What follows belongs to an exercise in optimizing a design on an open flow for a short achievable clock period and few clock cycles; a production flow would make more cautious choices. Function was checked by simulation only, so behaviour that the tests miss may differ from the original.

== lane 1 ==
==> flow/design.v <==
package definesPkg;
   parameter BTB_BITS = 5;
endpackage
import definesPkg::*;
module cpu
(
   input clk,
   input reset,
   output [15:0] o_pc_addr,
   output o_pc_rd,
   input [15:0] i_pc_rddata,
   output [15:0] o_ldst_addr,
   output o_ldst_rd,
   output o_ldst_wr,
   input [15:0] i_ldst_rddata,
   output [15:0] o_ldst_wrdata,
   output [127:0] o_tb_regs
);
   localparam NB = 1 << BTB_BITS;
   localparam TW = 15 - BTB_BITS;    
   logic [15:0] pc;
   logic [15:0] rf [0:7];
   logic        N, Z;
   logic        d_valid;
   logic [15:0] d_pc;
   logic        d_hold;
   logic [15:0] d_ir;
   logic        x_valid;
   logic [15:0] x_in1, x_in2;
   logic        x_sub, x_setf, x_wr, x_ld;
   logic [2:0]  x_rd;
   logic        x_br, x_breg, x_call, x_ret;
   logic [1:0]  x_cond;           
   logic [15:0] x_tgt, x_jreg, x_pc, x_pc2, x_pred;
   logic        x_eqf;            
   logic [15:0] m_addr, m_wdata;
   logic        m_rd, m_wr;
   logic        w_ld;
   logic [2:0]  w_rd;
   logic [NB-1:0] bt_v, bt_ret, bt_call;
   logic [TW-1:0] bt_tag [0:NB-1];
   logic [15:0]   bt_tgt [0:NB-1];
   logic [15:0]   rar;
   logic          u_we, u_set, u_ret, u_call;
   logic [BTB_BITS-1:0] u_idx;
   logic [TW-1:0] u_tag;
   logic [15:0]   u_tgt;
   assign o_pc_addr = pc;
   assign o_pc_rd = 1'b1;
   assign o_ldst_addr = m_addr;
   assign o_ldst_wrdata = m_wdata;
   assign o_ldst_rd = m_rd;
   assign o_ldst_wr = m_wr;
   assign o_tb_regs = {rf[7], rf[6], rf[5], rf[4], rf[3], rf[2], rf[1], rf[0]};
   wire [15:0] sum = x_in1 + (x_in2 ^ {16{x_sub}}) + {15'b0, x_sub};
   logic taken;
   always_comb begin
      case (x_cond)
         2'd0: taken = x_br;
         2'd1: taken = x_br & Z;
         2'd2: taken = x_br & N;
         default: taken = 1'b0;
      endcase
   end
   wire [15:0] actual = taken ? (x_breg ? x_jreg : x_tgt) : x_pc2;
   wire        eq_t = (x_tgt == x_pred);
   wire        eq_r = (x_jreg == x_pred);
   wire        mp = x_valid & (taken ? ~(x_breg ? eq_r : eq_t) : ~x_eqf);
   wire [BTB_BITS-1:0] ridx = pc[BTB_BITS:1];
   wire        hit = bt_v[ridx] & (bt_tag[ridx] == pc[15:BTB_BITS+1]);
   wire [15:0] pc2 = pc + 16'd2;
   wire [15:0] pred_next = hit ? (bt_ret[ridx] ? rar : bt_tgt[ridx]) : pc2;
   wire [15:0] instr = d_hold ? d_ir : i_pc_rddata;
   wire [4:0]  op = instr[4:0];
   wire [2:0]  rx = instr[7:5];
   wire [2:0]  ry = instr[10:8];
   wire [15:0] s8 = {{8{instr[15]}}, instr[15:8]};
   wire [15:0] off = {{4{instr[15]}}, instr[15:5], 1'b0};
   wire [15:0] d_pc2 = d_pc + 16'd2;
   logic use_x, use_y;
   always_comb begin
      case (op)
         5'b00001, 5'b00010, 5'b00011, 5'b00101,
         5'b10001, 5'b10010, 5'b10011, 5'b10110,
         5'b01000, 5'b01001, 5'b01010, 5'b01100: use_x = 1'b1;
         default: use_x = 1'b0;
      endcase
      case (op)
         5'b00000, 5'b00001, 5'b00010, 5'b00011, 5'b00100, 5'b00101: use_y = 1'b1;
         default: use_y = 1'b0;
      endcase
   end
   logic [15:0] va, vb;
   always_comb begin
      if (x_valid & x_wr & (x_rd == rx)) va = sum;
      else if (w_ld & (w_rd == rx)) va = i_ldst_rddata;
      else va = rf[rx];
      if (x_valid & x_wr & (x_rd == ry)) vb = sum;
      else if (w_ld & (w_rd == ry)) vb = i_ldst_rddata;
      else vb = rf[ry];
   end
   wire stall = d_valid & x_valid & x_ld &
                ((use_x & (x_rd == rx)) | (use_y & (x_rd == ry)));
   wire go = d_valid & ~stall & ~mp;
   logic [15:0] n_in1, n_in2;
   logic n_sub, n_setf, n_wr, n_ld, n_st, n_br, n_breg, n_call, n_ret;
   logic [1:0] n_cond;
   logic [2:0] n_rd;
   always_comb begin
      n_in1 = 16'd0; n_in2 = 16'd0;
      n_sub = 1'b0; n_setf = 1'b0; n_wr = 1'b0; n_ld = 1'b0; n_st = 1'b0;
      n_br = 1'b0; n_breg = 1'b0; n_call = 1'b0; n_ret = 1'b0; n_cond = 2'd3;
      n_rd = rx;
      case (op)
         5'b00000: begin n_in2 = vb; n_wr = 1'b1; end                                   
         5'b00001: begin n_in1 = va; n_in2 = vb; n_wr = 1'b1; n_setf = 1'b1; end       
         5'b00010: begin n_in1 = va; n_in2 = vb; n_wr = 1'b1; n_setf = 1'b1; n_sub = 1'b1; end  
         5'b00011: begin n_in1 = va; n_in2 = vb; n_setf = 1'b1; n_sub = 1'b1; end      
         5'b00100: begin n_ld = 1'b1; end                                               
         5'b00101: begin n_st = 1'b1; end                                               
         5'b10000: begin n_in2 = s8; n_wr = 1'b1; end                                   
         5'b10001: begin n_in1 = va; n_in2 = s8; n_wr = 1'b1; n_setf = 1'b1; end       
         5'b10010: begin n_in1 = va; n_in2 = s8; n_wr = 1'b1; n_setf = 1'b1; n_sub = 1'b1; end  
         5'b10011: begin n_in1 = va; n_in2 = s8; n_setf = 1'b1; n_sub = 1'b1; end      
         5'b10110: begin n_in1 = {8'd0, va[7:0]}; n_in2 = {instr[15:8], 8'd0}; n_wr = 1'b1; end  
         5'b01000: begin n_br = 1'b1; n_breg = 1'b1; n_cond = 2'd0; n_ret = (rx == 3'd7); end  
         5'b01001: begin n_br = 1'b1; n_breg = 1'b1; n_cond = 2'd1; n_ret = (rx == 3'd7); end  
         5'b01010: begin n_br = 1'b1; n_breg = 1'b1; n_cond = 2'd2; n_ret = (rx == 3'd7); end  
         5'b01100: begin n_br = 1'b1; n_breg = 1'b1; n_cond = 2'd0; n_call = 1'b1;             
                         n_in1 = d_pc2; n_wr = 1'b1; n_rd = 3'd7; end
         5'b11000: begin n_br = 1'b1; n_cond = 2'd0; end                                
         5'b11001: begin n_br = 1'b1; n_cond = 2'd1; end                                
         5'b11010: begin n_br = 1'b1; n_cond = 2'd2; end                                
         5'b11100: begin n_br = 1'b1; n_cond = 2'd0; n_call = 1'b1;                      
                         n_in1 = d_pc2; n_wr = 1'b1; n_rd = 3'd7; end
         default: ;
      endcase
   end
   always_ff @(posedge clk or posedge reset) begin
      if (reset) begin
         pc <= 16'd0;
         d_valid <= 1'b0;
         d_hold <= 1'b0;
         x_valid <= 1'b0;
         m_rd <= 1'b0;
         m_wr <= 1'b0;
         w_ld <= 1'b0;
         N <= 1'b0;
         Z <= 1'b0;
         bt_v <= '0;
         u_we <= 1'b0;
         rar <= 16'd0;
      end else begin
         if (mp) pc <= actual;
         else if (!stall) pc <= pred_next;
         if (mp & x_call) rar <= x_pc2;
         else if (!mp & hit & bt_call[ridx]) rar <= pc2;
         if (mp) begin
            d_valid <= 1'b0;
            d_hold <= 1'b0;
         end else if (stall) begin
            d_hold <= 1'b1;
         end else begin
            d_valid <= 1'b1;
            d_hold <= 1'b0;
         end
         x_valid <= go;
         m_rd <= go & n_ld;
         m_wr <= go & n_st;
         w_ld <= x_valid & x_ld;
         if (x_valid & x_setf) begin
            N <= sum[15];
            Z <= (sum == 16'd0);
         end
         u_we <= mp;
         if (u_we) bt_v[u_idx] <= u_set;
      end
   end
   always_ff @(posedge clk) begin
      if (!mp & !stall) d_pc <= pc;
      if (stall) d_ir <= instr;
      x_in1 <= n_in1;
      x_in2 <= n_in2;
      x_sub <= n_sub;
      x_setf <= n_setf;
      x_wr <= n_wr;
      x_ld <= n_ld;
      x_rd <= n_rd;
      x_br <= n_br;
      x_breg <= n_breg;
      x_call <= n_call;
      x_ret <= n_ret;
      x_cond <= n_cond;
      x_tgt <= d_pc2 + off;
      x_jreg <= va;
      x_pc <= d_pc;
      x_pc2 <= d_pc2;
      x_pred <= pc;
      m_addr <= vb;
      m_wdata <= va;
      w_rd <= x_rd;
      x_eqf <= (d_pc2 == pc);
      u_set <= taken;
      u_idx <= x_pc[BTB_BITS:1];
      u_tag <= x_pc[15:BTB_BITS+1];
      u_tgt <= actual;
      u_ret <= x_ret;
      u_call <= x_call;
      if (u_we & u_set) begin
         bt_tag[u_idx] <= u_tag;
         bt_tgt[u_idx] <= u_tgt;
         bt_ret[u_idx] <= u_ret;
         bt_call[u_idx] <= u_call;
      end
   end
   always_ff @(posedge clk) begin
      if (reset) begin
         rf[0] <= 16'hCAFE; rf[1] <= 16'hBADD; rf[2] <= 16'hCAFE; rf[3] <= 16'hBADD;
         rf[4] <= 16'hCAFE; rf[5] <= 16'hBADD; rf[6] <= 16'hCAFE; rf[7] <= 16'hBADD;
      end else begin
         if (w_ld) rf[w_rd] <= i_ldst_rddata;
         if (x_valid & x_wr) rf[x_rd] <= sum;
      end
   end
endmodule
Settings: LEC_CHECK=0, ABC_CLOCK_PERIOD_IN_PS=3000, CAP_MARGIN=20, CORE_MARGIN=2, CORE_UTILIZATION=40, SETUP_SLACK_MARGIN=5, SLEW_MARGIN=20; clock period 10.0 ns.
run.sh (not shown) runs the stock make flow with config.mk's settings and CLKGATE_MAP_FILE= SYNTH_SCRIPT=/design/flow/synth_recipe.tcl, a recipe that flattens the netlist after the stock synthesis.
FAIL lane 1 @ 6_report: tool exited with error
Testbench counts of lane 1, summed over its fixed seeds: cycles 85,049.
Here is what was changed in the inputs of lane 2 compared with lane 1.
==> flow/flow/run.sh (new file) <==
#!/bin/bash
# Standard ORFS layout, with repair_timing aiming for a larger setup margin.
set -euo pipefail
bash standard.sh SETUP_SLACK_MARGIN=6.8 finish > standard_flow.log 2>&1
==> flow/standard.sh (new file) <==
#!/bin/bash
# synth_recipe.tcl (not shown) runs the flow's synth.tcl, then flattens the netlist and writes it again
# the make line also repeats each setting of config.mk as NAME=value (left out here)
make -C /OpenROAD-flow-scripts/flow DESIGN_CONFIG=/design/flow/config.mk WORK_HOME=/design/flow/orfs CLKGATE_MAP_FILE= SYNTH_SCRIPT=/design/flow/synth_recipe.tcl "${@:-finish}"
removed: flow/run.sh
### Flow results
Diff lane 1 -> lane 2: HPWL after detailed placement rose about 0.8%; global-route met3 utilization rose 1.9 points; TritonCTS buffer count fell 1.
Lane 2: full flow OK, the timing, DRC and antenna checks passed
Summary — wire length after detailed routing, lane 2 relative to lane 1: higher, by 15%.
The global-route track usage on met1 in lane 2 sits 1.4 points above the value recorded for lane 1.
Taking lane 1 as the reference, in lane 2 via count of the routed design has increased; adder-cell area share of the yosys netlist about even; number of placement rows stayed essentially flat.

[separate check: timing with driven ports]
No port has a modelled driver above. Below, the same layout with a new extraction and two added sets of constraints. Step 1 assumes that a clkbuf_16 drives the clock port and a buf_2 every other input. Step 2 moves the port delays by t, midway between the first and last clock arrival at a register: inputs arrive t later, outputs are due t later. That takes back most of the time a late clock gives input paths. Three values: ideal ports, drivers, drivers and shift; two values: the first two.
run: lane 2
shift t [ns]: 0.830
setup WS [ns]: 6.284 / 6.213 / 5.517
worst setup path at the end: input to register
worst slew at a driven data input, ns: 0.16
After both steps lane 2 still meets setup and hold. For lane 2, drivers alone change the setup slack by -0.071 ns; drivers and shift together by -0.767 ns.
